This is an optimization exercise on Yosys and OpenROAD, whose aim is small area, not a production implementation.
Only simulation tests tie the RTL to the original design; equivalence was not proved.
No activity file was given, so power comes from the tool's default toggle rates.

**flow/design.v**
```verilog
module rom_glcd (
	input [6:0] ch,
	input [2:0] col,
	output reg [6:0] R_D
);
	always @(*)
		case ({ch, col})
			10'h00a: R_D = 7'h5f;
			10'h011: R_D = 7'h07;
			10'h013: R_D = 7'h07;
			10'h018: R_D = 7'h14;
			10'h019: R_D = 7'h7f;
			10'h01a: R_D = 7'h14;
			10'h01b: R_D = 7'h7f;
			10'h01c: R_D = 7'h14;
			10'h020: R_D = 7'h24;
			10'h021: R_D = 7'h2a;
			10'h022: R_D = 7'h7f;
			10'h023: R_D = 7'h2a;
			10'h024: R_D = 7'h12;
			10'h028: R_D = 7'h23;
			10'h029: R_D = 7'h13;
			10'h02a: R_D = 7'h08;
			10'h02b: R_D = 7'h64;
			10'h02c: R_D = 7'h62;
			10'h030: R_D = 7'h36;
			10'h031: R_D = 7'h49;
			10'h032: R_D = 7'h55;
			10'h033: R_D = 7'h22;
			10'h034: R_D = 7'h50;
			10'h039: R_D = 7'h05;
			10'h03a: R_D = 7'h03;
			10'h041: R_D = 7'h1c;
			10'h042: R_D = 7'h22;
			10'h043: R_D = 7'h41;
			10'h049: R_D = 7'h41;
			10'h04a: R_D = 7'h22;
			10'h04b: R_D = 7'h1c;
			10'h050: R_D = 7'h14;
			10'h051: R_D = 7'h08;
			10'h052: R_D = 7'h3e;
			10'h053: R_D = 7'h08;
			10'h054: R_D = 7'h14;
			10'h058: R_D = 7'h08;
			10'h059: R_D = 7'h08;
			10'h05a: R_D = 7'h3e;
			10'h05b: R_D = 7'h08;
			10'h05c: R_D = 7'h08;
			10'h061: R_D = 7'h50;
			10'h062: R_D = 7'h30;
			10'h068: R_D = 7'h08;
			10'h069: R_D = 7'h08;
			10'h06a: R_D = 7'h08;
			10'h06b: R_D = 7'h08;
			10'h06c: R_D = 7'h08;
			10'h071: R_D = 7'h60;
			10'h072: R_D = 7'h60;
			10'h078: R_D = 7'h20;
			10'h079: R_D = 7'h10;
			10'h07a: R_D = 7'h08;
			10'h07b: R_D = 7'h04;
			10'h07c: R_D = 7'h02;
			10'h080: R_D = 7'h3e;
			10'h081: R_D = 7'h51;
			10'h082: R_D = 7'h49;
			10'h083: R_D = 7'h45;
			10'h084: R_D = 7'h3e;
			10'h089: R_D = 7'h42;
			10'h08a: R_D = 7'h7f;
			10'h08b: R_D = 7'h40;
			10'h090: R_D = 7'h42;
			10'h091: R_D = 7'h61;
			10'h092: R_D = 7'h51;
			10'h093: R_D = 7'h49;
			10'h094: R_D = 7'h46;
			10'h098: R_D = 7'h21;
			10'h099: R_D = 7'h41;
			10'h09a: R_D = 7'h45;
			10'h09b: R_D = 7'h4b;
			10'h09c: R_D = 7'h31;
			10'h0a0: R_D = 7'h18;
			10'h0a1: R_D = 7'h14;
			10'h0a2: R_D = 7'h12;
			10'h0a3: R_D = 7'h7f;
			10'h0a4: R_D = 7'h10;
			10'h0a8: R_D = 7'h27;
			10'h0a9: R_D = 7'h45;
			10'h0aa: R_D = 7'h45;
			10'h0ab: R_D = 7'h45;
			10'h0ac: R_D = 7'h39;
			10'h0b0: R_D = 7'h3c;
			10'h0b1: R_D = 7'h4a;
			10'h0b2: R_D = 7'h49;
			10'h0b3: R_D = 7'h49;
			10'h0b4: R_D = 7'h30;
			10'h0b8: R_D = 7'h01;
			10'h0b9: R_D = 7'h71;
			10'h0ba: R_D = 7'h09;
			10'h0bb: R_D = 7'h05;
			10'h0bc: R_D = 7'h03;
			10'h0c0: R_D = 7'h36;
			10'h0c1: R_D = 7'h49;
			10'h0c2: R_D = 7'h49;
			10'h0c3: R_D = 7'h49;
			10'h0c4: R_D = 7'h36;
			10'h0c8: R_D = 7'h06;
			10'h0c9: R_D = 7'h49;
			10'h0ca: R_D = 7'h49;
			10'h0cb: R_D = 7'h29;
			10'h0cc: R_D = 7'h1e;
			10'h0d1: R_D = 7'h36;
			10'h0d2: R_D = 7'h36;
			10'h0d9: R_D = 7'h56;
			10'h0da: R_D = 7'h36;
			10'h0e0: R_D = 7'h08;
			10'h0e1: R_D = 7'h14;
			10'h0e2: R_D = 7'h22;
			10'h0e3: R_D = 7'h41;
			10'h0e8: R_D = 7'h14;
			10'h0e9: R_D = 7'h14;
			10'h0ea: R_D = 7'h14;
			10'h0eb: R_D = 7'h14;
			10'h0ec: R_D = 7'h14;
			10'h0f1: R_D = 7'h41;
			10'h0f2: R_D = 7'h22;
			10'h0f3: R_D = 7'h14;
			10'h0f4: R_D = 7'h08;
			10'h0f8: R_D = 7'h02;
			10'h0f9: R_D = 7'h01;
			10'h0fa: R_D = 7'h51;
			10'h0fb: R_D = 7'h09;
			10'h0fc: R_D = 7'h06;
			10'h10a: R_D = 7'h5f;
			10'h111: R_D = 7'h07;
			10'h113: R_D = 7'h07;
			10'h118: R_D = 7'h14;
			10'h119: R_D = 7'h7f;
			10'h11a: R_D = 7'h14;
			10'h11b: R_D = 7'h7f;
			10'h11c: R_D = 7'h14;
			10'h120: R_D = 7'h24;
			10'h121: R_D = 7'h2a;
			10'h122: R_D = 7'h7f;
			10'h123: R_D = 7'h2a;
			10'h124: R_D = 7'h12;
			10'h128: R_D = 7'h23;
			10'h129: R_D = 7'h13;
			10'h12a: R_D = 7'h08;
			10'h12b: R_D = 7'h64;
			10'h12c: R_D = 7'h62;
			10'h130: R_D = 7'h36;
			10'h131: R_D = 7'h49;
			10'h132: R_D = 7'h55;
			10'h133: R_D = 7'h22;
			10'h134: R_D = 7'h50;
			10'h139: R_D = 7'h05;
			10'h13a: R_D = 7'h03;
			10'h141: R_D = 7'h1c;
			10'h142: R_D = 7'h22;
			10'h143: R_D = 7'h41;
			10'h149: R_D = 7'h41;
			10'h14a: R_D = 7'h22;
			10'h14b: R_D = 7'h1c;
			10'h150: R_D = 7'h14;
			10'h151: R_D = 7'h08;
			10'h152: R_D = 7'h3e;
			10'h153: R_D = 7'h08;
			10'h154: R_D = 7'h14;
			10'h158: R_D = 7'h08;
			10'h159: R_D = 7'h08;
			10'h15a: R_D = 7'h3e;
			10'h15b: R_D = 7'h08;
			10'h15c: R_D = 7'h08;
			10'h161: R_D = 7'h50;
			10'h162: R_D = 7'h30;
			10'h168: R_D = 7'h08;
			10'h169: R_D = 7'h08;
			10'h16a: R_D = 7'h08;
			10'h16b: R_D = 7'h08;
			10'h16c: R_D = 7'h08;
			10'h171: R_D = 7'h60;
			10'h172: R_D = 7'h60;
			10'h178: R_D = 7'h20;
			10'h179: R_D = 7'h10;
			10'h17a: R_D = 7'h08;
			10'h17b: R_D = 7'h04;
			10'h17c: R_D = 7'h02;
			10'h180: R_D = 7'h3e;
			10'h181: R_D = 7'h51;
			10'h182: R_D = 7'h49;
			10'h183: R_D = 7'h45;
			10'h184: R_D = 7'h3e;
			10'h189: R_D = 7'h42;
			10'h18a: R_D = 7'h7f;
			10'h18b: R_D = 7'h40;
			10'h190: R_D = 7'h42;
			10'h191: R_D = 7'h61;
			10'h192: R_D = 7'h51;
			10'h193: R_D = 7'h49;
			10'h194: R_D = 7'h46;
			10'h198: R_D = 7'h21;
			10'h199: R_D = 7'h41;
			10'h19a: R_D = 7'h45;
			10'h19b: R_D = 7'h4b;
			10'h19c: R_D = 7'h31;
			10'h1a0: R_D = 7'h18;
			10'h1a1: R_D = 7'h14;
			10'h1a2: R_D = 7'h12;
			10'h1a3: R_D = 7'h7f;
			10'h1a4: R_D = 7'h10;
			10'h1a8: R_D = 7'h27;
			10'h1a9: R_D = 7'h45;
			10'h1aa: R_D = 7'h45;
			10'h1ab: R_D = 7'h45;
			10'h1ac: R_D = 7'h39;
			10'h1b0: R_D = 7'h3c;
			10'h1b1: R_D = 7'h4a;
			10'h1b2: R_D = 7'h49;
			10'h1b3: R_D = 7'h49;
			10'h1b4: R_D = 7'h30;
			10'h1b8: R_D = 7'h01;
			10'h1b9: R_D = 7'h71;
			10'h1ba: R_D = 7'h09;
			10'h1bb: R_D = 7'h05;
			10'h1bc: R_D = 7'h03;
			10'h1c0: R_D = 7'h36;
			10'h1c1: R_D = 7'h49;
			10'h1c2: R_D = 7'h49;
			10'h1c3: R_D = 7'h49;
			10'h1c4: R_D = 7'h36;
			10'h1c8: R_D = 7'h06;
			10'h1c9: R_D = 7'h49;
			10'h1ca: R_D = 7'h49;
			10'h1cb: R_D = 7'h29;
			10'h1cc: R_D = 7'h1e;
			10'h1d1: R_D = 7'h36;
			10'h1d2: R_D = 7'h36;
			10'h1d9: R_D = 7'h56;
			10'h1da: R_D = 7'h36;
			10'h1e0: R_D = 7'h08;
			10'h1e1: R_D = 7'h14;
			10'h1e2: R_D = 7'h22;
			10'h1e3: R_D = 7'h41;
			10'h1e8: R_D = 7'h14;
			10'h1e9: R_D = 7'h14;
			10'h1ea: R_D = 7'h14;
			10'h1eb: R_D = 7'h14;
			10'h1ec: R_D = 7'h14;
			10'h1f1: R_D = 7'h41;
			10'h1f2: R_D = 7'h22;
			10'h1f3: R_D = 7'h14;
			10'h1f4: R_D = 7'h08;
			10'h1f8: R_D = 7'h02;
			10'h1f9: R_D = 7'h01;
			10'h1fa: R_D = 7'h51;
			10'h1fb: R_D = 7'h09;
			10'h1fc: R_D = 7'h06;
			10'h200: R_D = 7'h32;
			10'h201: R_D = 7'h49;
			10'h202: R_D = 7'h79;
			10'h203: R_D = 7'h41;
			10'h204: R_D = 7'h3e;
			10'h208: R_D = 7'h7e;
			10'h209: R_D = 7'h11;
			10'h20a: R_D = 7'h11;
			10'h20b: R_D = 7'h11;
			10'h20c: R_D = 7'h7e;
			10'h210: R_D = 7'h7f;
			10'h211: R_D = 7'h49;
			10'h212: R_D = 7'h49;
			10'h213: R_D = 7'h49;
			10'h214: R_D = 7'h36;
			10'h218: R_D = 7'h3e;
			10'h219: R_D = 7'h41;
			10'h21a: R_D = 7'h41;
			10'h21b: R_D = 7'h41;
			10'h21c: R_D = 7'h22;
			10'h220: R_D = 7'h7f;
			10'h221: R_D = 7'h41;
			10'h222: R_D = 7'h41;
			10'h223: R_D = 7'h22;
			10'h224: R_D = 7'h1c;
			10'h228: R_D = 7'h7f;
			10'h229: R_D = 7'h49;
			10'h22a: R_D = 7'h49;
			10'h22b: R_D = 7'h49;
			10'h22c: R_D = 7'h41;
			10'h230: R_D = 7'h7f;
			10'h231: R_D = 7'h09;
			10'h232: R_D = 7'h09;
			10'h233: R_D = 7'h09;
			10'h234: R_D = 7'h01;
			10'h238: R_D = 7'h3e;
			10'h239: R_D = 7'h41;
			10'h23a: R_D = 7'h49;
			10'h23b: R_D = 7'h49;
			10'h23c: R_D = 7'h7a;
			10'h240: R_D = 7'h7f;
			10'h241: R_D = 7'h08;
			10'h242: R_D = 7'h08;
			10'h243: R_D = 7'h08;
			10'h244: R_D = 7'h7f;
			10'h249: R_D = 7'h41;
			10'h24a: R_D = 7'h7f;
			10'h24b: R_D = 7'h41;
			10'h250: R_D = 7'h20;
			10'h251: R_D = 7'h40;
			10'h252: R_D = 7'h41;
			10'h253: R_D = 7'h3f;
			10'h254: R_D = 7'h01;
			10'h258: R_D = 7'h7f;
			10'h259: R_D = 7'h08;
			10'h25a: R_D = 7'h14;
			10'h25b: R_D = 7'h22;
			10'h25c: R_D = 7'h41;
			10'h260: R_D = 7'h7f;
			10'h261: R_D = 7'h40;
			10'h262: R_D = 7'h40;
			10'h263: R_D = 7'h40;
			10'h264: R_D = 7'h40;
			10'h268: R_D = 7'h7f;
			10'h269: R_D = 7'h02;
			10'h26a: R_D = 7'h0c;
			10'h26b: R_D = 7'h02;
			10'h26c: R_D = 7'h7f;
			10'h270: R_D = 7'h7f;
			10'h271: R_D = 7'h04;
			10'h272: R_D = 7'h08;
			10'h273: R_D = 7'h10;
			10'h274: R_D = 7'h7f;
			10'h278: R_D = 7'h3e;
			10'h279: R_D = 7'h41;
			10'h27a: R_D = 7'h41;
			10'h27b: R_D = 7'h41;
			10'h27c: R_D = 7'h3e;
			10'h280: R_D = 7'h7f;
			10'h281: R_D = 7'h09;
			10'h282: R_D = 7'h09;
			10'h283: R_D = 7'h09;
			10'h284: R_D = 7'h06;
			10'h288: R_D = 7'h7f;
			10'h289: R_D = 7'h09;
			10'h28a: R_D = 7'h09;
			10'h28b: R_D = 7'h09;
			10'h28c: R_D = 7'h06;
			10'h290: R_D = 7'h7f;
			10'h291: R_D = 7'h09;
			10'h292: R_D = 7'h19;
			10'h293: R_D = 7'h29;
			10'h294: R_D = 7'h46;
			10'h298: R_D = 7'h46;
			10'h299: R_D = 7'h49;
			10'h29a: R_D = 7'h49;
			10'h29b: R_D = 7'h49;
			10'h29c: R_D = 7'h31;
			10'h2a0: R_D = 7'h01;
			10'h2a1: R_D = 7'h01;
			10'h2a2: R_D = 7'h7f;
			10'h2a3: R_D = 7'h01;
			10'h2a4: R_D = 7'h01;
			10'h2a8: R_D = 7'h3f;
			10'h2a9: R_D = 7'h40;
			10'h2aa: R_D = 7'h40;
			10'h2ab: R_D = 7'h40;
			10'h2ac: R_D = 7'h3f;
			10'h2b0: R_D = 7'h1f;
			10'h2b1: R_D = 7'h20;
			10'h2b2: R_D = 7'h40;
			10'h2b3: R_D = 7'h20;
			10'h2b4: R_D = 7'h1f;
			10'h2b8: R_D = 7'h3f;
			10'h2b9: R_D = 7'h40;
			10'h2ba: R_D = 7'h38;
			10'h2bb: R_D = 7'h40;
			10'h2bc: R_D = 7'h3f;
			10'h2c0: R_D = 7'h63;
			10'h2c1: R_D = 7'h14;
			10'h2c2: R_D = 7'h08;
			10'h2c3: R_D = 7'h14;
			10'h2c4: R_D = 7'h63;
			10'h2c8: R_D = 7'h07;
			10'h2c9: R_D = 7'h08;
			10'h2ca: R_D = 7'h70;
			10'h2cb: R_D = 7'h08;
			10'h2cc: R_D = 7'h07;
			10'h2d0: R_D = 7'h61;
			10'h2d1: R_D = 7'h51;
			10'h2d2: R_D = 7'h49;
			10'h2d3: R_D = 7'h45;
			10'h2d4: R_D = 7'h43;
			10'h2d9: R_D = 7'h7f;
			10'h2da: R_D = 7'h41;
			10'h2db: R_D = 7'h41;
			10'h2e0: R_D = 7'h02;
			10'h2e1: R_D = 7'h04;
			10'h2e2: R_D = 7'h08;
			10'h2e3: R_D = 7'h10;
			10'h2e4: R_D = 7'h20;
			10'h2e9: R_D = 7'h41;
			10'h2ea: R_D = 7'h41;
			10'h2eb: R_D = 7'h7f;
			10'h2f0: R_D = 7'h04;
			10'h2f1: R_D = 7'h02;
			10'h2f2: R_D = 7'h01;
			10'h2f3: R_D = 7'h02;
			10'h2f4: R_D = 7'h04;
			10'h2f8: R_D = 7'h40;
			10'h2f9: R_D = 7'h40;
			10'h2fa: R_D = 7'h40;
			10'h2fb: R_D = 7'h40;
			10'h2fc: R_D = 7'h40;
			10'h301: R_D = 7'h01;
			10'h302: R_D = 7'h02;
			10'h303: R_D = 7'h04;
			10'h308: R_D = 7'h20;
			10'h309: R_D = 7'h54;
			10'h30a: R_D = 7'h54;
			10'h30b: R_D = 7'h54;
			10'h30c: R_D = 7'h78;
			10'h310: R_D = 7'h7f;
			10'h311: R_D = 7'h48;
			10'h312: R_D = 7'h44;
			10'h313: R_D = 7'h44;
			10'h314: R_D = 7'h38;
			10'h318: R_D = 7'h38;
			10'h319: R_D = 7'h44;
			10'h31a: R_D = 7'h44;
			10'h31b: R_D = 7'h44;
			10'h31c: R_D = 7'h20;
			10'h320: R_D = 7'h38;
			10'h321: R_D = 7'h44;
			10'h322: R_D = 7'h44;
			10'h323: R_D = 7'h48;
			10'h324: R_D = 7'h7f;
			10'h328: R_D = 7'h38;
			10'h329: R_D = 7'h54;
			10'h32a: R_D = 7'h54;
			10'h32b: R_D = 7'h54;
			10'h32c: R_D = 7'h18;
			10'h330: R_D = 7'h08;
			10'h331: R_D = 7'h7e;
			10'h332: R_D = 7'h09;
			10'h333: R_D = 7'h01;
			10'h334: R_D = 7'h02;
			10'h338: R_D = 7'h0c;
			10'h339: R_D = 7'h52;
			10'h33a: R_D = 7'h52;
			10'h33b: R_D = 7'h52;
			10'h33c: R_D = 7'h3e;
			10'h340: R_D = 7'h7f;
			10'h341: R_D = 7'h08;
			10'h342: R_D = 7'h04;
			10'h343: R_D = 7'h04;
			10'h344: R_D = 7'h78;
			10'h349: R_D = 7'h44;
			10'h34a: R_D = 7'h7d;
			10'h34b: R_D = 7'h40;
			10'h350: R_D = 7'h20;
			10'h351: R_D = 7'h40;
			10'h352: R_D = 7'h44;
			10'h353: R_D = 7'h3d;
			10'h358: R_D = 7'h7f;
			10'h359: R_D = 7'h10;
			10'h35a: R_D = 7'h28;
			10'h35b: R_D = 7'h44;
			10'h361: R_D = 7'h41;
			10'h362: R_D = 7'h7f;
			10'h363: R_D = 7'h40;
			10'h368: R_D = 7'h7c;
			10'h369: R_D = 7'h04;
			10'h36a: R_D = 7'h18;
			10'h36b: R_D = 7'h04;
			10'h36c: R_D = 7'h78;
			10'h370: R_D = 7'h7c;
			10'h371: R_D = 7'h08;
			10'h372: R_D = 7'h04;
			10'h373: R_D = 7'h04;
			10'h374: R_D = 7'h78;
			10'h378: R_D = 7'h38;
			10'h379: R_D = 7'h44;
			10'h37a: R_D = 7'h44;
			10'h37b: R_D = 7'h44;
			10'h37c: R_D = 7'h38;
			10'h380: R_D = 7'h7c;
			10'h381: R_D = 7'h14;
			10'h382: R_D = 7'h14;
			10'h383: R_D = 7'h14;
			10'h384: R_D = 7'h08;
			10'h388: R_D = 7'h08;
			10'h389: R_D = 7'h14;
			10'h38a: R_D = 7'h14;
			10'h38b: R_D = 7'h18;
			10'h38c: R_D = 7'h7c;
			10'h390: R_D = 7'h7c;
			10'h391: R_D = 7'h08;
			10'h392: R_D = 7'h04;
			10'h393: R_D = 7'h04;
			10'h394: R_D = 7'h08;
			10'h398: R_D = 7'h48;
			10'h399: R_D = 7'h54;
			10'h39a: R_D = 7'h54;
			10'h39b: R_D = 7'h54;
			10'h39c: R_D = 7'h20;
			10'h3a0: R_D = 7'h04;
			10'h3a1: R_D = 7'h3f;
			10'h3a2: R_D = 7'h44;
			10'h3a3: R_D = 7'h40;
			10'h3a4: R_D = 7'h20;
			10'h3a8: R_D = 7'h3c;
			10'h3a9: R_D = 7'h40;
			10'h3aa: R_D = 7'h40;
			10'h3ab: R_D = 7'h20;
			10'h3ac: R_D = 7'h7c;
			10'h3b0: R_D = 7'h1c;
			10'h3b1: R_D = 7'h20;
			10'h3b2: R_D = 7'h40;
			10'h3b3: R_D = 7'h20;
			10'h3b4: R_D = 7'h1c;
			10'h3b8: R_D = 7'h3c;
			10'h3b9: R_D = 7'h40;
			10'h3ba: R_D = 7'h30;
			10'h3bb: R_D = 7'h40;
			10'h3bc: R_D = 7'h3c;
			10'h3c0: R_D = 7'h44;
			10'h3c1: R_D = 7'h28;
			10'h3c2: R_D = 7'h10;
			10'h3c3: R_D = 7'h28;
			10'h3c4: R_D = 7'h44;
			10'h3c8: R_D = 7'h0c;
			10'h3c9: R_D = 7'h50;
			10'h3ca: R_D = 7'h50;
			10'h3cb: R_D = 7'h50;
			10'h3cc: R_D = 7'h3c;
			10'h3d0: R_D = 7'h44;
			10'h3d1: R_D = 7'h64;
			10'h3d2: R_D = 7'h54;
			10'h3d3: R_D = 7'h4c;
			10'h3d4: R_D = 7'h44;
			10'h3d9: R_D = 7'h08;
			10'h3da: R_D = 7'h36;
			10'h3db: R_D = 7'h41;
			10'h3e2: R_D = 7'h7f;
			10'h3e9: R_D = 7'h41;
			10'h3ea: R_D = 7'h36;
			10'h3eb: R_D = 7'h08;
			10'h3f0: R_D = 7'h10;
			10'h3f1: R_D = 7'h08;
			10'h3f2: R_D = 7'h08;
			10'h3f3: R_D = 7'h10;
			10'h3f4: R_D = 7'h08;
			10'h3f8: R_D = 7'h78;
			10'h3f9: R_D = 7'h46;
			10'h3fa: R_D = 7'h41;
			10'h3fb: R_D = 7'h46;
			10'h3fc: R_D = 7'h78;
			default: R_D = 7'h0;
		endcase
endmodule
`timescale 1ns / 1ps
module register_8x16bit
	#(
		parameter B = 8
	)
	(
		input clk, clr, W_E,
		input [3:0] R_A, W_A,
		input [B-1:0] W_D,
		output [B-1:0] R_D
	);
	wire [B-1:0] d = W_D & {B{~clr}};
	wire [16*B-1:0] flat;
	genvar i;
	generate
		for (i = 0; i < 16; i = i + 1) begin : e
			wire we = clr | (W_E & (W_A == i));
			reg [B-1:0] q;
			assign flat[B*i +: B] = q;
			always @(posedge clk)
				if (we) q <= d;
		end
	endgenerate
	mux16x8 #(.B(B)) rd( .sel(R_A), .in(flat), .out(R_D) );
endmodule
`timescale 1ns / 1ps
module glcd
	(
		input clk, reset, ram_write_en, ram_upd, clr_lcd_reg,
		input [3:0] ram_W_A,
		input [6:0] ram_data,
		output clk_out, reset_lcd, d_c,
		output spi_data_out, spi_clk, spi_ce
	);
	localparam [3:0]
		PF   = 4'd6,
		PC0  = 4'd7,
		PC1  = 4'd8,
		PGAP = 4'd13;
	reg [2:0] cdiv;
	reg ph3;
	reg [3:0] bcnt;
	reg [3:0] phase;
	reg [6:0] chr;
	reg [6:0] sbuf;
	reg rst_d;
	reg pend, waiting;
	wire tick = (cdiv == 3'd4);
	wire first = (phase == 4'd0) & (bcnt == 4'd5);
	wire [3:0] ph = {ph3, cdiv};
	reg [6:0] slot [0:15];
	wire [6:0] v15 = slot[15];
	wire hit_w = (~ph == ram_W_A);
	wire commit = (ram_write_en | pend) & hit_w;
	wire zeroing = clr_lcd_reg | ((phase == 4'd0) & ((bcnt == 4'd5) | (bcnt == 4'd6) | ((bcnt == 4'd7) & ph3)));
	always @(posedge clk)
		slot[0] <= zeroing ? 7'h00 : (commit ? ram_data : v15);
	genvar j;
	generate
		for (j = 1; j < 16; j = j + 1) begin : ring
			always @(posedge clk) slot[j] <= slot[j-1];
		end
	endgenerate
	always @(posedge clk)
		pend <= ~clr_lcd_reg & ~ram_upd & (ram_write_en | pend) & ~hit_w;
	wire [3:0] ram_R_A = chr[3:0] | {4{chr[6] | chr[5] | chr[4]}};
	wire glyph_phase = (phase == PF) | (phase[3] & (phase != PGAP));
	wire sample = tick & (bcnt == 4'd5) & glyph_phase;
	wire bypass = pend & (ram_W_A == ram_R_A);
	wire hit_r = (~ph == ram_R_A);
	wire [6:0] ch = (sample & bypass) ? ram_data : v15;
	wire [6:0] glyph;
	wire [2:0] col = (phase == PF) ? 3'd0 : phase[2:0];
	rom_glcd rom( .ch(ch), .col(col), .R_D(glyph) );
	reg [7:0] setup_byte;
	always @(*)
		case (phase[2:0])
			3'd0: setup_byte = 8'h21;
			3'd1: setup_byte = 8'hb0;
			3'd2: setup_byte = 8'h04;
			3'd3: setup_byte = 8'h14;
			3'd4: setup_byte = 8'h20;
			default: setup_byte = 8'h0c;
		endcase
	always @(posedge clk)
		rst_d <= reset;
	always @(posedge clk)
		if (reset == 1'b0) begin
			cdiv <= 3'd0;
			ph3 <= 1'b0;
			bcnt <= 4'd5;
			phase <= 4'd0;
			chr <= 7'd0;
			waiting <= 1'b0;
		end
		else begin
			cdiv <= cdiv + 1'b1;
			if (cdiv == 3'd7)
				ph3 <= ~ph3;
			if (tick) begin
				if (phase == PGAP) begin
					phase <= PC0;
					chr <= (chr == 7'd83) ? 7'd0 : chr + 1'b1;
				end
				else begin
					bcnt <= bcnt + 1'b1;
					if (bcnt == 4'd4)
						phase <= (phase == PF) ? PC1 : phase + 1'b1;
				end
			end
			if (sample & ~bypass & ~hit_r)
				waiting <= 1'b1;
			else if (hit_r)
				waiting <= 1'b0;
		end
	always @(posedge clk)
		if ((sample & (bypass | hit_r)) | (waiting & hit_r))
			sbuf <= glyph;
	wire slow_clk = (cdiv[2] & (cdiv[1] | cdiv[0])) | ((cdiv == 3'd0) & ~first);
	assign clk_out = (cdiv[2] & cdiv[1]) | ((cdiv[2:1] == 2'b00) & ~first);
	assign spi_clk = ~slow_clk;
	assign reset_lcd = rst_d;
	assign d_c = phase[3] | (phase == PC0) | ((phase == PF) & (bcnt != 4'd5));
	assign spi_ce = ~bcnt[3];
	wire [2:0] bidx = ~bcnt[2:0];
	wire [7:0] sbuf8 = {1'b0, sbuf};
	assign spi_data_out = bcnt[3] & ((phase < PF) ? setup_byte[bidx] : (glyph_phase & sbuf8[bidx]));
endmodule
`timescale 1ns / 1ps
module register_copier
	(
		input clk, en,
		input [6:0] RAM_data,
		output tRAM_W_EN, SU_completed, upd,
		output reg [3:0] RAM_WR_A,
		output [6:0] tRAM_data
	);
	localparam [2:0]
		S0  = 3'd0,
		S1A = 3'd1,
		S2  = 3'd2,
		S1  = 3'd3,
		S3  = 3'd4;
	reg [5:0] ctr;
	reg [2:0] state;
	reg [6:0] data;
	wire tick = (ctr == 6'd16);
	always @(posedge clk)
		if (en == 1'b0) begin
			ctr <= 6'd0;
			state <= S0;
		end
		else begin
			ctr <= ctr + 1'b1;
			if (tick)
				case (state)
					S0: begin
						state <= S1A;
						RAM_WR_A <= 4'd0;
						data <= 7'h00;
					end
					S1A: begin
						state <= S2;
						data <= RAM_data;
					end
					S2: state <= (RAM_WR_A == 4'd15) ? S3 : S1;
					S1: begin
						state <= S2;
						data <= RAM_data;
						RAM_WR_A <= RAM_WR_A + 1'b1;
					end
					default: state <= state;
				endcase
		end
	assign tRAM_W_EN = (state == S1A) | (state == S2) | (state == S1);
	assign SU_completed = (state == S3);
	assign upd = en & tick & ((state == S0) | (state == S1A) | (state == S1));
	assign tRAM_data = data;
endmodule
`timescale 1ns / 1ps
module ptext_rom_8x16bit
	(
		input clk, reset,
		input W_E,
		input [3:0] W_A,
		input [7:0] W_D,
		input [3:0] R_A,
		output [7:0] R_D
    );
	wire [7:0] d31 = (W_D & {8{reset}}) | (8'h31 & {8{~reset}});
	wire [7:0] d32 = (W_D & {8{reset}}) | (8'h32 & {8{~reset}});
	wire [7:0] d00 = W_D & {8{reset}};
	wire [127:0] flat;
	genvar i;
	generate
		for (i = 0; i < 16; i = i + 1) begin : e
			wire we = ~reset | (W_E & (W_A == i));
			reg [7:0] q;
			assign flat[8*i +: 8] = q;
			always @(posedge clk)
				if (we) q <= (i >= 14) ? d00 : ((i % 2) ? d32 : d31);
		end
	endgenerate
	mux16x8 rd( .sel(R_A), .in(flat), .out(R_D) );
endmodule
`timescale 1ns / 1ps
module key_rom_8x16bit
	(
		input clk, reset,
		input W_E,
		input [3:0] W_A,
		input [7:0] W_D,
		input [3:0] R_A,
		output [7:0] R_D
    );
	wire [7:0] d5a = (W_D & {8{reset}}) | (8'h5A & {8{~reset}});
	wire [7:0] d68 = (W_D & {8{reset}}) | (8'h68 & {8{~reset}});
	wire [7:0] d00 = W_D & {8{reset}};
	wire [127:0] flat;
	genvar i;
	generate
		for (i = 0; i < 16; i = i + 1) begin : e
			wire we = ~reset | (W_E & (W_A == i));
			reg [7:0] q;
			assign flat[8*i +: 8] = q;
			always @(posedge clk)
				if (we) q <= (i >= 12) ? d00 : ((i % 2) ? d68 : d5a);
		end
	endgenerate
	mux16x8 rd( .sel(R_A), .in(flat), .out(R_D) );
endmodule
`timescale 1ns / 1ps
module mux16x8
	#(
		parameter B = 8
	)
	(
		input [3:0] sel,
		input [16*B-1:0] in,
		output [B-1:0] out
	);
	assign out = in[sel*B +: B];
endmodule
`timescale 1ns / 1ps
module encryption
	(
		input clk, en,
		input [7:0] text_data, key_data,
		output cipher_w_en, finished,
		output reg [3:0] text_address_ctr, key_address_ctr,
		output [7:0] cipher_data
	);
	localparam [2:0]
		S0 = 3'd0,
		S1 = 3'd1,
		S2 = 3'd2,
		S3 = 3'd3,
		S4 = 3'd4;
	reg [2:0] state, nstate;
	wire tz = (text_data == 8'h00);
	wire kz = (key_data == 8'h00);
	always @(posedge clk)
		if (en == 1'b0) begin
			state <= S0;
			text_address_ctr <= 4'b0;
			key_address_ctr <= 4'b0;
		end
		else begin
			state <= nstate;
			if (state == S3) begin
				text_address_ctr <= text_address_ctr + 1'b1;
				key_address_ctr <= key_address_ctr + 1'b1;
			end
			else if (state == S2)
				key_address_ctr <= 4'b0;
		end
	always @(*)
		case (state)
			S0: nstate = (tz | kz) ? S4 : S1;
			S1: nstate = tz ? S4 : (kz ? S2 : S3);
			S2, S3: nstate = S1;
			S4: nstate = S4;
			default: nstate = S0;
		endcase
	assign cipher_w_en = (state == S1);
	assign finished = (state == S4);
	assign cipher_data = key_data ^ text_data;
endmodule
`timescale 1ns / 1ps
module datapath
	(
		input clk, reset,
		input wire en_encryption, clr_RAM, en_copier,
		input wire [1:0] key,
		input wire load, load_sel,
		input wire [3:0] load_addr,
		input wire [7:0] load_data,
		output wire encry_completed, copy_completed,
		output wire clk_out, reset_lcd, d_c,
		output wire spi_data_out, spi_clk, spi_ce
    );
	wire en_RAM, w_en, copier_upd;
	wire [3:0] rw_address, c_text_ram_W_A, c_key_ram_W_A;
	wire [7:0] r_d1, r_d2, cipher_data;
	wire [6:0] r_d3, ram_data1;
	wire [7:0] plain_or_key = key[0] ? r_d2 : r_d1;
	wire [6:0] ram_data2 = key[1] ? r_d3 : code(plain_or_key);
	wire [6:0] cipher_code = code(cipher_data);
	function [6:0] code(input [7:0] b);
		code = b[6:0] & {7{~b[7] & (b[6] | b[5])}};
	endfunction
	glcd lcd( .clk(clk), .reset(reset), .ram_write_en(en_RAM), .ram_upd(copier_upd), .clr_lcd_reg(clr_RAM),
		.ram_W_A(rw_address), .ram_data(ram_data1), .clk_out(clk_out),
		.reset_lcd(reset_lcd), .d_c(d_c), .spi_data_out(spi_data_out),
		.spi_clk(spi_clk), .spi_ce(spi_ce) );
	register_copier reg_copier( .clk(clk), .en(en_copier), .RAM_data(ram_data2),
			.tRAM_W_EN(en_RAM), .SU_completed(copy_completed), .upd(copier_upd), .RAM_WR_A(rw_address),
			.tRAM_data(ram_data1) );
	ptext_rom_8x16bit plain_text( .clk(clk), .reset(reset), .W_E(load & ~load_sel),
					.W_A(load_addr), .W_D(load_data),
					.R_A(en_encryption ? c_text_ram_W_A : rw_address), .R_D(r_d1) );
	key_rom_8x16bit key_text( .clk(clk), .reset(reset), .W_E(load & load_sel),
					.W_A(load_addr), .W_D(load_data),
					.R_A(en_encryption ? c_key_ram_W_A : rw_address), .R_D(r_d2) );
	register_8x16bit #(.B(7)) cipher_text ( .clk(clk), .clr(clr_RAM),
					.W_E(w_en), .W_A(c_text_ram_W_A), .W_D(cipher_code),
					.R_A(rw_address), .R_D(r_d3) );
	encryption encrypt( .clk(clk), .en(en_encryption), .text_data(r_d1), .key_data(r_d2),
		.cipher_w_en(w_en), .finished(encry_completed), .text_address_ctr(c_text_ram_W_A),
		.key_address_ctr(c_key_ram_W_A), .cipher_data(cipher_data) );
endmodule
`timescale 1ns / 1ps
module controller
	(
		input clk, reset,
		input crypt, encry_completed, b1, b2, b3,
		input copy_completed,
		output en_encryption, clr_RAM, en_copier,
		output [1:0] key,
		output led_init, led_wait1
    );
	localparam [2:0]
		INIT = 3'b000,
		WAIT = 3'b001,
		ENC  = 3'b100,
		CCPY = 3'b101,
		TCPY = 3'b110,
		KCPY = 3'b111;
	reg [2:0] state, nstate;
	always @(posedge clk)
		if (reset == 1'b0)
			state <= INIT;
		else
			state <= nstate;
	always @(*)
		case (state)
			INIT: nstate = crypt ? ENC : INIT;
			ENC:  nstate = encry_completed ? WAIT : ENC;
			WAIT:
				case ({b1, b2, b3})
					3'b100: nstate = TCPY;
					3'b010: nstate = KCPY;
					3'b001: nstate = CCPY;
					default: nstate = WAIT;
				endcase
			CCPY, TCPY, KCPY: nstate = copy_completed ? WAIT : state;
			default: nstate = INIT;
		endcase
	assign led_init = (state == INIT);
	assign led_wait1 = (state == WAIT);
	assign clr_RAM = led_init;
	assign en_copier = state[2];
	assign en_encryption = (state == ENC);
	assign key = {~state[1], state[0]};
endmodule
`timescale 1ns / 1ps
module top_module
	(
		input clk, reset,
		input wire crypt, b1, b2, b3,
		input wire load, load_sel,
		input wire [3:0] load_addr,
		input wire [7:0] load_data,
		output wire led_init, led_wait1,
		output wire clk_out, reset_lcd, d_c,
		output wire spi_data_out, spi_clk, spi_ce
    );
	wire encry_completed, copy_completed, en_encryption, clr_RAM, en_copier;
	wire [1:0] key;
	controller cont( .clk(clk), .reset(reset), .crypt(crypt), .encry_completed(encry_completed),
					.b1(b1), .b2(b2), .b3(b3), .copy_completed(copy_completed),
					.en_encryption(en_encryption), .clr_RAM(clr_RAM), .key(key),
					.led_init(led_init), .led_wait1(led_wait1), .en_copier(en_copier) );
	datapath data ( .clk(clk), .reset(reset), .en_encryption(en_encryption),
				.clr_RAM(clr_RAM), .key(key), .encry_completed(encry_completed),
				.load(load), .load_sel(load_sel), .load_addr(load_addr), .load_data(load_data),
				.copy_completed(copy_completed), .en_copier(en_copier), .clk_out(clk_out), .reset_lcd(reset_lcd),
				.d_c(d_c), .spi_data_out(spi_data_out), .spi_clk(spi_clk), .spi_ce(spi_ce) );
endmodule
```
**flow/flow/run.sh**
```bash
#!/bin/bash
# Layout flow: the standard ORFS flow with two changes:
#  1. synthesis maps the combinational logic with a stronger area-oriented ABC
#     script (abc_deep.script); everything else in synthesis (including register
#     mapping and naming) is the standard synthesis script unchanged;
#  2. clock tree synthesis uses CTS_ARGS from cts_args.txt.
# Each tool's output goes to the ORFS logs (orfs/logs/...) and to flow.log here.
set -euo pipefail
W=$PWD
mkdir -p mysynth
# standard synthesis, with only the abc call replaced
sed "s#source \$::env(SCRIPTS_DIR)/synth.tcl#source $W/mysynth/synth.tcl#" synth_recipe.tcl > mysynth/synth_recipe.tcl
sed "s#log_cmd abc {\*}\$abc_args#log_cmd abc -script $W/flow/abc_deep.script {*}\$lib_args {*}\$lib_dont_use_args#" \
    "$FLOW_HOME/scripts/synth.tcl" > mysynth/synth.tcl
grep -q "abc_deep.script" mysynth/synth.tcl
grep -q "mysynth/synth.tcl" mysynth/synth_recipe.tcl
sed "s#SYNTH_SCRIPT=[^ ]*#SYNTH_SCRIPT=$W/mysynth/synth_recipe.tcl#" standard.sh > mystandard.sh
grep -q "mysynth/synth_recipe.tcl" mystandard.sh
export CTS_ARGS="$(cat flow/cts_args.txt)"
bash mystandard.sh finish > flow.log 2>&1
```
**flow/flow/abc_deep.script**
```
strash
&get -n
&deepsyn -T 100
&put
&get -n
&dch
&nf -R 2000 -F 20 -A 20
&put
```
**flow/flow/cts_args.txt**
```
-sink_clustering_enable -repair_clock_nets -buf_list sky130_fd_sc_hd__clkbuf_8 -sink_clustering_size 16 -sink_clustering_max_diameter 80 -dont_use_dummy_load
```
**flow/standard.sh**
```bash
#!/bin/bash
# synth_recipe.tcl (not shown) runs the flow's synth.tcl, then flattens the netlist and writes it again
# the make line also repeats each setting of config.mk as NAME=value (left out here)
make -C /OpenROAD-flow-scripts/flow DESIGN_CONFIG=/design/flow/config.mk WORK_HOME=/design/flow/orfs CLKGATE_MAP_FILE= SYNTH_SCRIPT=/design/flow/synth_recipe.tcl "${@:-finish}"
```
**flow/config.mk**
```make
export PLATFORM = sky130hd
export DESIGN_NAME = top_module
export DESIGN_NICKNAME = top_module
export VERILOG_FILES = /design/flow/design.v
export SDC_FILE = /design/flow/constraint.sdc
export NUM_CORES = 4
export LEC_CHECK = 0
export ABC_AREA = 1
export CAP_MARGIN = 20
export CORE_MARGIN = 2
export CORE_UTILIZATION = 40
export GPL_TIMING_DRIVEN = 0
export SLEW_MARGIN = 20
export SYNTH_MEMORY_MAX_BITS = 16384
```
**flow/constraint.sdc**
```tcl
create_clock -name core_clock -period 10.0 [get_ports {clk}]
set_input_delay 2.0000 -clock core_clock [delete_from_list [all_inputs] [get_ports {clk}]]
set_output_delay 2.0000 -clock core_clock [all_outputs]
set_load 0.01 [all_outputs]
```
==> results.ini, run 1 <==
[floorplan]
dieHeight_um=238
ios=28
die_area_um2=56400
core_area_um2=53900
die_w_um=238
rows=85
initial_core_util=0.405

[global_routing]
grt_pass1_vias=15400
grt_max_degree=37
grt_use_total=0.240
gr-total-overflow=0
grt_pass1_wl_um=101000
grt_antenna_before_repair=2

[placement]
place_ws_ns=2.68
hpwl_um=47000
place_area_um2=23400
place_congestion=0.992
dp_cells=2540
port-buffer-count=27

[routing]
ant_nets=0
routed_wl_um=68700
first_iter_violations=2071
vias_per_cell=6.23
drt_first_pass_iters=6
wl_per_cell_um=26.6
vias=16100
post-route-drc-count=0

[power]
leakage_nw=8.12
ir_drop_mv=0.127
p_per_area_nw_per_um2=160

[synthesis]
yosysWarnings=10
ys_seq_area_frac=0.675
ys_seq_elements=543
synthArstFlopShare=0
synth_flop_cell=edfxtp_1
synth_nets=1843
synthDistinctLibCells=59
netlist_area_um2=21800
syn_inst=1802
avgSynthCellArea_um2=12.1
synth-edff-count=386

[clock_network]
postCtsResizedCells=0
clockRootBuffer=clkbuf_8
cts_tree=yes
h-tree-depth=2
clkSlewWorstSetupHoldPaths_ns=0.11
post_cts_buffers=0
clock_path_buffers=3
hold_buffers=0
clock_sinks=543
worstSkewPairLatency_ns=0.66
numCtsBuffers=41

[timing]
worstMarginPinSlew_ns=1.20
setup_tns_ns=0
rsz0062_at_grt=no
setup_ws_ns=2.54
fmax_mhz=134
relSlewSlack=0.198
post-route-period-util=0.746
fin_crit_ns=7.46
drv_slew=0
report.final.hold_viol_count=0
finalClockSkew_ns=0.0992
setup_violations=0

[layout]
fin_cells=2583
num-nets-final=1928
layout.area.seq_um2=14700
multi_input_area_um2=7220
syn2layout_area_growth_pct=9.74
fillers=4979
final_common_cell=edfxtp_1
mostFrequentLayoutCells=386 x edfxtp_1, 204 x nor2_1, 181 x nand2_1
final_cell_area_um2=23900
final_layout_size_suffix_gt1_frac=0.0499
post-route-util=0.444

[critical_path]
critPathMaxFanout=27
reg2reg_from=data.reg_copier.RAM_WR_A[1]
cp_num_buf_inv=1
cp.required_ns=10.42
crit_family=simple AND/OR/NAND/NOR gates
cp-end-kind=flop
startpoint=data.reg_copier.RAM_WR_A[1]
cp_common_cell=nand2_1
crit_type=reg -> reg
crit_slowest_cell=mux2_1
arrival_ns=7.88
crit_chain=nand2_1 > nor2_1 > o21ai_0 > a21oi_1 > clkinv_1 > nor2_2 > mux2_1 > nand2_1 > nor2_1 > a21oi_1 > nand2_1 > nand2_1 > o2111ai_1 > nor3_1 > o32ai_1 > a221oi_1 > o32ai_1
cp-start-kind=flop
max_stage_delay_ns=1.04
rrSetupSlack_ns=2.54

[hold_path]
hp-class=reg -> reg
min_from=data.lcd.slot[10][6]

[run]
maxCapViolCount=0

[outcome]
status=no timing/DRC/antenna violations

==> worst register-to-register path: stages, from the launching register on <==
cell and delay [ns]:
edfxtp_1 0.65, nand2_1 0.59, nor2_1 0.24, o21ai_0 0.11, a21oi_1 0.21, clkinv_1 0.13, nor2_2 0.86, mux2_1 1.05
nand2_1 0.72, nor2_1 0.88, a21oi_1 0.29, nand2_1 0.15, nand2_1 0.07, o2111ai_1 0.18, nor3_1 0.14, o32ai_1 0.41
a221oi_1 0.26, o32ai_1 0.31
==> synthesized netlist by cell type, types with 8 or more instances <==
master,n,area share
a221oi_1,9,0.0036
and2_0,24,0.0069
a22oi_1,21,0.0072
edfxtp_1,386,0.53
clkinv_1,23,0.0040
o21ai_0,135,0.031
a21oi_1,120,0.028
o211ai_1,11,0.0038
a21o_1,23,0.0079
o221ai_1,21,0.0084
mux2i_1,8,0.0037
nand2b_1,16,0.0046
ha_1,21,0.012
nor4_1,39,0.011
and3_1,8,0.0023
o22ai_1,71,0.020
nand4_1,17,0.0049
nor2b_1,11,0.0032
nor3_1,58,0.013
dfxtp_1,157,0.14
nand3_1,51,0.012
xnor2_1,19,0.0076
a222oi_1,30,0.014
a31oi_1,23,0.0066
nor2_1,211,0.036
nand2_1,181,0.031
==> cells by family (layout without fill, tap and decap cells) <==
| family | after synthesis | count (layout) | synth area share |
|---|---|---|---|
| XOR/XNOR | 19 | 19 | 0.00763 |
| other | 0 | 2 | 0 |
| AO/OA/AOI/OAI | 543 | 543 | 0.161 |
| AND/OR/NAND/NOR | 640 | 640 | 0.134 |
| multiplexers | 13 | 13 | 0.00625 |
| flip-flops | 543 | 543 | 0.675 |
| buffers and inverters | 23 | 106 | 0.00396 |
| adder cells (fa/ha/maj) | 21 | 21 | 0.0120 |
==> power breakdown <==
| part | switching [mW] | internal [mW] |
|---|---|---|
| combinational | 0.135 | 0.0492 |
| sequential | 0.0423 | 2.57 |
| clock | 0.655 | 0.368 |
| total | 0.832 | 2.99 |
==> per-layer routing <==
| metal | global-route usage | wire length [um] | vias to the layer above |
|---|---|---|---|
| li1 | - | - | 7203 |
| met1 | 0.328 | 28900 | 7922 |
| met2 | 0.387 | 31600 | 785 |
| met3 | 0.0365 | 5300 | 174 |
| met4 | 0.0945 | 2890 | 2 |
| met5 | 0 | 13 | - |
==> worst paths after layout <==
kind,end,cells past startpoint
worst min register to register,data.lcd.slot[11][6],0
worst min-delay path,data.lcd.slot[11][6],0
worst max-delay path,data.lcd.sbuf[3],17
worst max register to register,data.lcd.sbuf[3],17
==> registers in the layout, indices dropped and copies added, names as in the netlist <==
signal,cells
data.lcd.ph3,1
data.encrypt.state,3
data.lcd.sbuf,7
data.cipher_text.e.q,112
data.reg_copier.ctr,6
data.lcd.bcnt,4
data.encrypt.text_address_ctr,4
data.lcd.slot,112
data.reg_copier.data,7
data.reg_copier.state,3
data.encrypt.key_address_ctr,4
data.lcd.cdiv,3
data.key_text.e.q,128
cont.state,3
data.lcd.rst_d,1
data.lcd.phase,4
data.lcd.pend,1
data.lcd.chr,7
data.reg_copier.RAM_WR_A,4
data.plain_text.e.q,128
data.lcd.waiting,1
==> final cells by class <==
cell class                 count  share of cell area
antenna                        2            0.000209
clock buffer                  41              0.0236
inverter                      23             0.00361
multi-input combinational   1236               0.301
sequential                   543               0.615
tap                          696              0.0364
timing repair buffer          42              0.0195
==> per-stage QoR <==
stage	power, mW	hold slack (ns)
after floorplan	2.76	0.310
after global placement	2.84	0.310
after detailed placement	2.85	0.312
after CTS	3.86	0.262
after global routing	3.96	0.282
final	3.82	0.275
==> inputs of run 2 (changes only) <==
==> flow/flow/cts_args.txt (replaced) <==
-sink_clustering_enable -repair_clock_nets -buf_list sky130_fd_sc_hd__clkbuf_16 -sink_clustering_size 32 -sink_clustering_max_diameter 100 -dont_use_dummy_load
==> run 2 against run 1 <==
- first-iteration DRC count up 2.6%
- clock power grew 7%
- sequential share of layout area is 0.14 points lower
- setup slack worse by 0.088 ns
- final area increased by 0.24%
- sequential cell count is the same
- sequential power barely moved
- highest routed layer unchanged
- largest cell class unchanged
==> results.ini, run 2 <==
[placement]
port-buffer-count=27
place_ws_ns=2.68
hpwl_um=47000
dp_cells=2540
place_area_um2=23400
place_congestion=0.992

[power]
leakage_nw=8.14
pwr-share-clk=0.280
p_comb_frac=0.047
p_int_mw=3.07
p_seq_frac=0.672
switching_share=0.211
ir_drop_mv=0.145
p_per_area_nw_per_um2=162
switching_power_uw=821

[timing]
relSlewSlack=0.142
drv_slew=0
setup_violations=0
post-route-period-util=0.755
rsz0062_at_grt=no
finalClockSkew_ns=0.0773
report.final.hold_viol_count=0
worstMarginPinSlew_ns=1.25
setup_ws_ns=2.45
setup_tns_ns=0
fmax_mhz=132
fin_crit_ns=7.55

[layout]
final_layout_size_suffix_gt1_frac=0.0417
final_common_cell=edfxtp_1
top_regs=data.key_text.e.q: 128 flops, data.plain_text.e.q: 128 flops
fin_cells=2565
num-nets-final=1912
final_cell_area_um2=24000
antenna_cells=0
mostFrequentLayoutCells=386 x edfxtp_1, 204 x nor2_1, 181 x nand2_1
syn2layout_area_growth_pct=10.0
fillers=4960

[routing]
first_iter_violations=2124
post-route-drc-count=0
drt_first_pass_iters=8
routed_wl_um=68100
ant_nets=0
wl_per_cell_um=26.6
vias=16100
vias_per_cell=6.26

[clock_network]
clock_sinks=543
numCtsBuffers=25
h-tree-depth=1
clockRootBuffer=clkbuf_16
hold_buffers=0
clock_path_buffers=3
cts_tree=yes
postCtsResizedCells=0
worstSkewPairLatency_ns=0.59
post_cts_buffers=0
clkSlewWorstSetupHoldPaths_ns=0.12

[floorplan]
die_area_um2=56400
dieHeight_um=238
initial_core_util=0.405
ios=28
core_area_um2=53900
rows=85
die_w_um=238

[synthesis]
netlist_area_um2=21800
ys_seq_elements=543
yosysWarnings=10
syn_inst=1802
synth_commonest_cells=386 x edfxtp_1, 211 x nor2_1, 181 x nand2_1, 157 x dfxtp_1, 135 x o21ai_0
synth_flop_cell=edfxtp_1
synth_nets=1843
synthArstFlopShare=0
yosysMostFrequentCell=edfxtp_1
ys_seq_area_frac=0.675
yosys-top-cells-area=edfxtp_1 53%, dfxtp_1 14%, nor2_1 3.6%
avgSynthCellArea_um2=12.1
netlist.top_cell.by_area=edfxtp_1
synthDistinctLibCells=59
synth-edff-count=386
netlist.area_leader.share=0.531

[critical_path]
crit_slowest_cell=mux2_1
cp-end-kind=flop
crit_chain=nand2_1 > nor2_1 > o21ai_0 > a21oi_1 > clkinv_1 > nor2_2 > mux2_1 > nand2_1 > nor2_1 > a21oi_1 > nand2_1 > nand2_1 > o2111ai_1 > nor3_1 > o32ai_1 > a221oi_1 > o32ai_1
critPathMaxFanout=27
cp_common_cell=nand2_1
max_stage_delay_ns=1.04
cp.required_ns=10.26
cp-start-kind=flop
crit_type=reg -> reg
arrival_ns=7.81

[global_routing]
grt_pass1_vias=15200
grt_pass1_wl_um=101000
gr-total-overflow=0
grt_use_total=0.238
grt_antenna_before_repair=1
grt_max_degree=37

[hold_path]
hp-class=reg -> reg

[run]
maxCapViolCount=0

[outcome]
status=no timing/DRC/antenna violations

-- run 2: cells by family after synthesis --
family | count (synthesis) | share of synthesized area
AO/OA/AOI/OAI | 543 | 0.161
multiplexers | 13 | 0.00625
XOR/XNOR | 19 | 0.00763
adder cells (fa/ha/maj) | 21 | 0.0120
AND/OR/NAND/NOR | 640 | 0.134
flip-flops | 543 | 0.675
buffers and inverters | 23 | 0.00396
-- run 2: per-stage QoR --
| stage | hold WS, ns | power (mW) | utilization |
|---|---|---|---|
| detailed placement | 0.312 | 2.85 | 0.433 |
| floorplan | 0.310 | 2.76 | - |
| CTS | 0.285 | 3.92 | 0.445 |
| finish | 0.285 | 3.89 | 0.445 |
| global route | 0.288 | 4.02 | 0.445 |
| global placement | 0.310 | 2.84 | 0.426 |
-- run 2: power by group through the flow --
stage                     clock [mW]  combinational, mW  sequential [mW]
after floorplan                    0              0.103             2.65
after CTS                       1.12              0.185             2.61
after global routing            1.19              0.200             2.63
after global placement             0              0.176             2.66
final                           1.09              0.184             2.61
after detailed placement           0              0.184             2.67
-- run 2: cell type report --
type | count | area [um^2] | share of cell area
inverter | 23 | 86.3 | 0.00360
timing repair buffer | 42 | 468 | 0.0195
sequential | 543 | 14700 | 0.614
tap | 696 | 871 | 0.0363
clock buffer | 25 | 626 | 0.0261
multi-input combinational | 1236 | 7220 | 0.301
-- run 2: final timing paths --
kind	start	cells after the start	slack (ns)	endpoint
setup / recovery	data.reg_copier.RAM_WR_A[0]	17	2.45	data.lcd.sbuf[3]
hold / removal	data.lcd.slot[12][3]	0	0.29	data.lcd.slot[13][3]
setup reg to reg	data.reg_copier.RAM_WR_A[0]	17	2.45	data.lcd.sbuf[3]
hold reg to reg	data.lcd.slot[12][3]	0	0.29	data.lcd.slot[13][3]
-- run 2: critical path: cells and delay by family, from the launching register on --
family,cells,cell delay [ns]
compound gates,7,1.76
buf+inv,1,0.13
flops,1,0.68
mux,1,1.04
simple gates,8,3.59
-- run 2: layer usage --
metal | part of all wire | global-route usage | wire length [um]
met4 | 0.042 | 0.0835 | 2840
met1 | 0.42 | 0.328 | 28400
met3 | 0.078 | 0.0319 | 5330
met5 | 0.00019 | 0 | 13
met2 | 0.46 | 0.388 | 31600
==> inputs of run 3 (changes only) <==
==> flow/flow/abc_deep.script (replaced) <==
strash
&get -n
&deepsyn -T 300
&put
&get -n
&dch
&nf -R 2000 -F 20 -A 20
&put
==> flow/flow/cts_args.txt (replaced) <==
-sink_clustering_enable -repair_clock_nets -buf_list sky130_fd_sc_hd__clkbuf_16 -sink_clustering_size 26 -sink_clustering_max_diameter 90 -dont_use_dummy_load
==> run 3 against run 2 <==
- power is 5.2% higher
- sequential power up 2%
- count of clock-buffer cells in the layout increased by 2
- clock skew rose by 0.019 ns
- still clean on timing, DRC and antenna
- die area shrank 0.53%
==> results.ini, run 3 <==
[critical_path]
reg2reg_from=data.reg_copier.RAM_WR_A[0]
cp-endpoint=data.lcd.sbuf[4]
arrival_ns=7.66
rrSetupSlack_ns=2.60
cp-start-kind=flop
startpoint=data.reg_copier.RAM_WR_A[0]
cp.required_ns=10.26
critPathMaxFanout=24
r2r-end=data.lcd.sbuf[4]
crit_type=reg -> reg
worstRegToRegCells=15
cp-end-kind=flop

[layout]
syn2layout_area_growth_pct=10.7
layout.area.seq_um2=14700
final_layout_size_suffix_gt1_frac=0.0514
final_cell_area_um2=24000
multi_input_area_um2=7070
final_common_cell=edfxtp_1
top_regs=data.key_text.e.q: 128 flops, data.plain_text.e.q: 128 flops
fillers=4870
num-nets-final=1893
mostFrequentLayoutCells=386 x edfxtp_1, 195 x nor2_1, 157 x dfxtp_1

[run]
maxCapViolCount=0

[outcome]
status=no timing/DRC/antenna violations

[clock_network]
hold_buffers=0
worstSkewPairLatency_ns=0.61
numCtsBuffers=27
clock_path_buffers=3
clock_sinks=543
postCtsResizedCells=0
cts_tree=yes
h-tree-depth=1
clockRootBuffer=clkbuf_16
post_cts_buffers=0
clkSlewWorstSetupHoldPaths_ns=0.09

[floorplan]
core_area_um2=53700
rows=85
ios=28
dieHeight_um=237
die_area_um2=56100
die_w_um=237
initial_core_util=0.404

[global_routing]
grt_antenna_before_repair=2
grt_max_degree=68
gr-total-overflow=0
grt_pass1_vias=15200
grt_pass1_wl_um=103000
grt_use_total=0.248

[synthesis]
avgSynthCellArea_um2=12.3
synthDistinctLibCells=57
yosysWarnings=10
synth_commonest_cells=386 x edfxtp_1, 202 x nor2_1, 157 x dfxtp_1, 147 x nand2_1, 139 x o21ai_0
netlist.top_cell.by_area=edfxtp_1
yosys-top-cells-area=edfxtp_1 53%, dfxtp_1 14%, nor2_1 3.5%
netlist.area_leader.share=0.534
netlist_area_um2=21700
synth_flop_cell=edfxtp_1
synth-edff-count=386
yosysMostFrequentCell=edfxtp_1
syn_inst=1768
ys_seq_area_frac=0.679
ys_seq_elements=543
synthArstFlopShare=0
synth_nets=1809

[routing]
met1Wirelength_um=30900
first_iter_violations=2155
vias_per_cell=6.25
routed_wl_um=70200
wl_per_cell_um=27.6
drt_first_pass_iters=6
dr_wl_met2_um=31500
ant_nets=0
dr.max_layer_used=met4
routed-wl-met3_um=4950
post-route-drc-count=0
vias=15900

[power]
ir_drop_mv=0.196
leakage_nw=8.09
finalPower_mw=4.09
p_per_area_nw_per_um2=170

[timing]
setup_violations=0
setup_ws_ns=2.60
drv_slew=0
relSlewSlack=0.245
fmax_mhz=135
report.final.hold_viol_count=0
worstMarginPinSlew_ns=1.13
rsz0062_at_grt=no
setup_tns_ns=0
finalClockSkew_ns=0.0958
post-route-period-util=0.740
fin_crit_ns=7.40

[placement]
port-buffer-count=27
place_ws_ns=3.00
hpwl_um=49100
place_area_um2=23300
place_congestion=1.01

[hold_path]
min_from=data.lcd.slot[2][5]
hp-class=reg -> reg

run 3: cell count changes after synthesis, sizes merged, moves of 4 or more:
cell,before,now
nor2,211,202
a21o,23,19
a211oi,6,16
o22a,6,10
nand2,181,147
nand3,51,55
o21ai,135,139
nor3,58,65
or3,1,9
and2,24,18
a21oi,120,110
a311oi,6,2
run 3: report_power, final:
group	total [mW]	switching, mW	internal (mW)
sequential	2.66	0.0516	2.61
clock	1.13	0.650	0.480
combinational	0.303	0.213	0.0901
run 3: area by class of cell:
class	instances	area share
Timing Repair Buffer	55	0.0238
Tap cell	696	0.0363
Multi-Input combinational cell	1199	0.294
Antenna cell	1	0.000104
Sequential cell	543	0.613
Clock buffer	27	0.0281
Inverter	26	0.00406
run 3: metrics by stage:
step / utilization / hold WS [ns] / std cells
after floorplan: - / 0.310 / 1768
after global placement: 0.425 / 0.311 / 2491
after detailed placement: 0.435 / 0.312 / 2518
after CTS: 0.447 / 0.318 / 2545
after global routing: 0.447 / 0.329 / 2546
final: 0.447 / 0.318 / 2547
run 3: layer usage:
metal | global-route usage | vias to the layer above
met3 | 0.0370 | 147
li1 | - | 7111
met4 | 0.0928 | 0
met2 | 0.383 | 677
met5 | 0 | -
met1 | 0.354 | 7984
run 3: kinds of logic (layout without fill, tap and decap cells):
| group | count (synthesis) | in the layout | share of synthesized area |
|---|---|---|---|
| other cells | 0 | 1 | 0 |
| mux | 14 | 14 | 0.00732 |
| fa+ha+maj | 21 | 21 | 0.0121 |
| flops | 543 | 543 | 0.679 |
| simple gates | 610 | 610 | 0.130 |
| buf+inv | 26 | 108 | 0.00450 |
| xor+xnor | 21 | 21 | 0.00847 |
| compound gates | 533 | 533 | 0.159 |
run 3: worst min path at each step:
stage / to / slack [ns] / cells after the start
2_1_floorplan: data.lcd.slot[10][0] / 0.31 / 0
3_3_place_gp: data.lcd.slot[4][6] / 0.31 / 0
3_5_place_dp: data.lcd.slot[3][1] / 0.31 / 0
4_1_cts: data.lcd.slot[3][5] / 0.32 / 0
5_1_grt: data.lcd.slot[3][5] / 0.33 / 0
6_report: data.lcd.slot[3][5] / 0.32 / 0
run 3: critical path: stages, from the launching register on:
cell       delay, ns
edfxtp_1        0.68
nand2_1         0.62
nor3_1          0.50
o21ai_0         0.22
nand2b_1        0.67
mux2_1          0.98
nand2_1         0.40
nor2_2          0.22
nor2_1          0.58
nand2_1         0.21
nor3_1          0.41
o21ai_0         0.23
o2111ai_1       0.18
a31oi_1         0.19
a311oi_1        0.68
o22ai_1         0.24
==> inputs of run 4 (changes only) <==
--- a/flow/config.mk
+++ b/flow/config.mk
@@ -11,3 +11,3 @@
 export CORE_UTILIZATION = 40
-export GPL_TIMING_DRIVEN = 0
+export GPL_TIMING_DRIVEN = 1
 export SLEW_MARGIN = 20
==> run 4 against run 3 <==
- highest routed layer is now met5
- final area rose by 0.17%
- via count rose by 3.5%
- fmax rose by 21%
==> results.ini, run 4 <==
[layout]
fin_cells=2585
top_regs=data.key_text.e.q: 128 flops, data.plain_text.e.q: 128 flops
num-nets-final=1932
antenna_cells=0
final_layout_size_suffix_gt1_frac=0.0572
final_common_cell=edfxtp_1
syn2layout_area_growth_pct=10.9
fillers=4923
mostFrequentLayoutCells=386 x edfxtp_1, 201 x nor2_1, 157 x dfxtp_1

[synthesis]
synth_top_family_by_area=compound AO/OA/AOI/OAI gates
netlist.top_cell.by_area=edfxtp_1
synthXorXnorAreaFrac=0.00847
synth_nets=1809
ys_seq_elements=543
synth_simple_gate_area_frac=0.130
ys_seq_area_frac=0.679
avgSynthCellArea_um2=12.3
synth_commonest_cells=386 x edfxtp_1, 202 x nor2_1, 157 x dfxtp_1, 147 x nand2_1, 139 x o21ai_0
yosysMostFrequentCell=edfxtp_1
synth_flop_cell=edfxtp_1
synth_fa_ha_area_frac=0.0121
synth_compound_area_frac=0.159
synthMuxAreaShare=0.00732
yosys-top-cells-area=edfxtp_1 53%, dfxtp_1 14%, nor2_1 3.5%
netlist.area_leader.share=0.534
synthArstFlopShare=0
syn_inst=1768
yosysWarnings=10
synthDistinctLibCells=57
netlist_area_um2=21700
synth-edff-count=386

[clock_network]
postCtsResizedCells=0
h-tree-depth=1
clkSlewWorstSetupHoldPaths_ns=0.11
worstSkewPairLatency_ns=0.61
cts_tree=yes
numCtsBuffers=27
clock_sinks=543
clock_path_buffers=3
clockRootBuffer=clkbuf_16
hold_buffers=0
post_cts_buffers=0

[critical_path]
cp.required_ns=10.28
crit_chain=and2_0 > buf_4 > nor2_1 > a31oi_1 > clkinv_1 > nor3_1 > o21ai_0 > nor3_1 > nor4_1 > xnor2_1 > nand2b_1 > nor2_1 > nor2_1 > nor2_1
rrSetupSlack_ns=3.91
cp_num_buf_inv=2
cp_common_cell=nor2_1
max_stage_delay_ns=0.81
crit_type=reg -> reg
crit_family=simple AND/OR/NAND/NOR gates
cp-end-kind=flop
critPathMaxFanout=28
crit_slowest_cell=nor2_1
cp-start-kind=flop
arrival_ns=6.37

[floorplan]
initial_core_util=0.404
die_area_um2=56100
rows=85
die_w_um=237
dieHeight_um=237
core_area_um2=53700
ios=28

[placement]
place_congestion=1.10
port-buffer-count=27
dp_cells=2558
hpwl_um=49200

[power]
p_seq_frac=0.649
switching_share=0.225
p_comb_frac=0.075
pwr-share-clk=0.276
leakage_nw=8.23
switching_power_uw=922
p_int_mw=3.18
ir_drop_mv=0.193
p_per_area_nw_per_um2=170

[global_routing]
gr-total-overflow=0
grt_pass1_wl_um=106000
grt_use_total=0.253
grt_pass1_vias=15800
grt_max_degree=59
grt_antenna_before_repair=1

[routing]
post-route-drc-count=0
first_iter_violations=2529
vias=16500
vias_per_cell=6.37
wl_per_cell_um=27.9
drt_first_pass_iters=7
ant_nets=0
routed_wl_um=72000

[run]
maxCapViolCount=0

[timing]
post-route-period-util=0.609
drv_slew=0
worstMarginPinSlew_ns=1.16
fmax_mhz=164
report.final.hold_viol_count=0
setup_violations=0
finalClockSkew_ns=0.0749
fin_crit_ns=6.09
setup_tns_ns=0
relSlewSlack=0.224
rsz0062_at_grt=no

[outcome]
status=no timing/DRC/antenna violations

[hold_path]
hp-class=reg -> reg

## run 4: cell count changes in the layout (fill, tap and decap cells not counted), sizes merged
| cell | previous run | this run |
|---|---|---|
| buf | 29 | 68 |
| diode | 1 | 0 |
## run 4: worst paths after layout
kind	endpoint	start	depth (start not counted)
min	data.lcd.slot[12][1]	data.lcd.slot[11][1]	0
min reg2reg	data.lcd.slot[12][1]	data.lcd.slot[11][1]	0
max	data.cipher_text.e[14].q[1]	cont.state[2]	14
max reg2reg	data.cipher_text.e[14].q[1]	cont.state[2]	14
## run 4: area by class of cell
type	instances	area, um^2	area share
flip-flops and latches	543	14700	0.612
multi-input cells	1199	6920	0.287
well taps	696	871	0.0362
repair buffers	94	768	0.0319
clock buffers	27	676	0.0281
inverters	26	97.6	0.00406
## run 4: through the flow
| stage | hold slack [ns] | power [mW] | cell area [um^2] | setup WS, ns | utilization |
|---|---|---|---|---|---|
| 2_1_floorplan | 0.310 | 2.86 | 21700 | 4.73 | - |
| 3_3_place_gp | 0.310 | 3.01 | 23400 | 4.19 | 0.435 |
| 3_5_place_dp | 0.312 | 3.02 | 23400 | 3.97 | 0.435 |
| 4_1_cts | 0.329 | 4.12 | 24100 | 3.90 | 0.448 |
| 5_1_grt | 0.335 | 4.24 | 24100 | 3.17 | 0.448 |
| 6_report | 0.328 | 4.10 | 24100 | 3.91 | 0.448 |
## run 4: power groups by stage
| stage | clock (mW) | combinational [mW] | sequential [mW] |
|---|---|---|---|
| final | 1.13 | 0.307 | 2.66 |
| after global placement | 0 | 0.301 | 2.70 |
| after floorplan | 0 | 0.169 | 2.69 |
| after detailed placement | 0 | 0.306 | 2.71 |
| after global routing | 1.23 | 0.334 | 2.68 |
| after CTS | 1.15 | 0.307 | 2.66 |
## run 4: cells by family (layout without fill, tap and decap cells)
group,Yosys count,in the layout
flip-flops,543,543
multiplexers,14,14
buffers and inverters,26,147
XOR/XNOR,21,21
AO/OA/AOI/OAI,533,533
adder cells (fa/ha/maj),21,21
AND/OR/NAND/NOR,610,610
## run 4: routing by layer
| layer | global-route usage | vias to the layer above | part of all wire |
|---|---|---|---|
| li1 | - | 7187 | - |
| met1 | 0.352 | 8145 | 0.42 |
| met2 | 0.393 | 899 | 0.45 |
| met3 | 0.0417 | 236 | 0.083 |
| met4 | 0.106 | 2 | 0.049 |
| met5 | 0 | - | 0.00011 |

[afterwards: timing with drivers on the ports]
The results above use ideal ports. As a check the final layouts listed here were re-extracted and re-timed, cells and wires unchanged.
Step 1 sets driving cells, clkbuf_16 on the clock port and buf_2 on the other inputs (assumed; they add their load-dependent delay and slew).
Step 2 adds t to the input delays and takes it off the output delays; t is the mean of the earliest and latest rising clock arrival at the registers after step 1. Input paths then give back, and output paths get back, about the clock's delay inside the block.
a / b / c = ideal ports / drivers / drivers and shift; a / b = the first two.
run	t (ns)	setup WS [ns]	hold slack, ns	clock arrival spread, ns
run 1	0.671	2.539 / 2.539 / 2.539	0.275 / 0.275 / 0.275	0.100 / 0.099
run 2	0.610	2.451 / 2.451 / 2.451	0.285 / 0.285 / 0.285	0.082 / 0.082
run 3	0.619	2.602 / 2.602 / 2.602	0.318 / 0.318 / 0.318	0.096 / 0.095
run 4	0.627	3.908 / 3.908 / 3.908	0.328 / 0.328 / 0.328	0.080 / 0.080
After both steps every run listed still meets setup and hold.
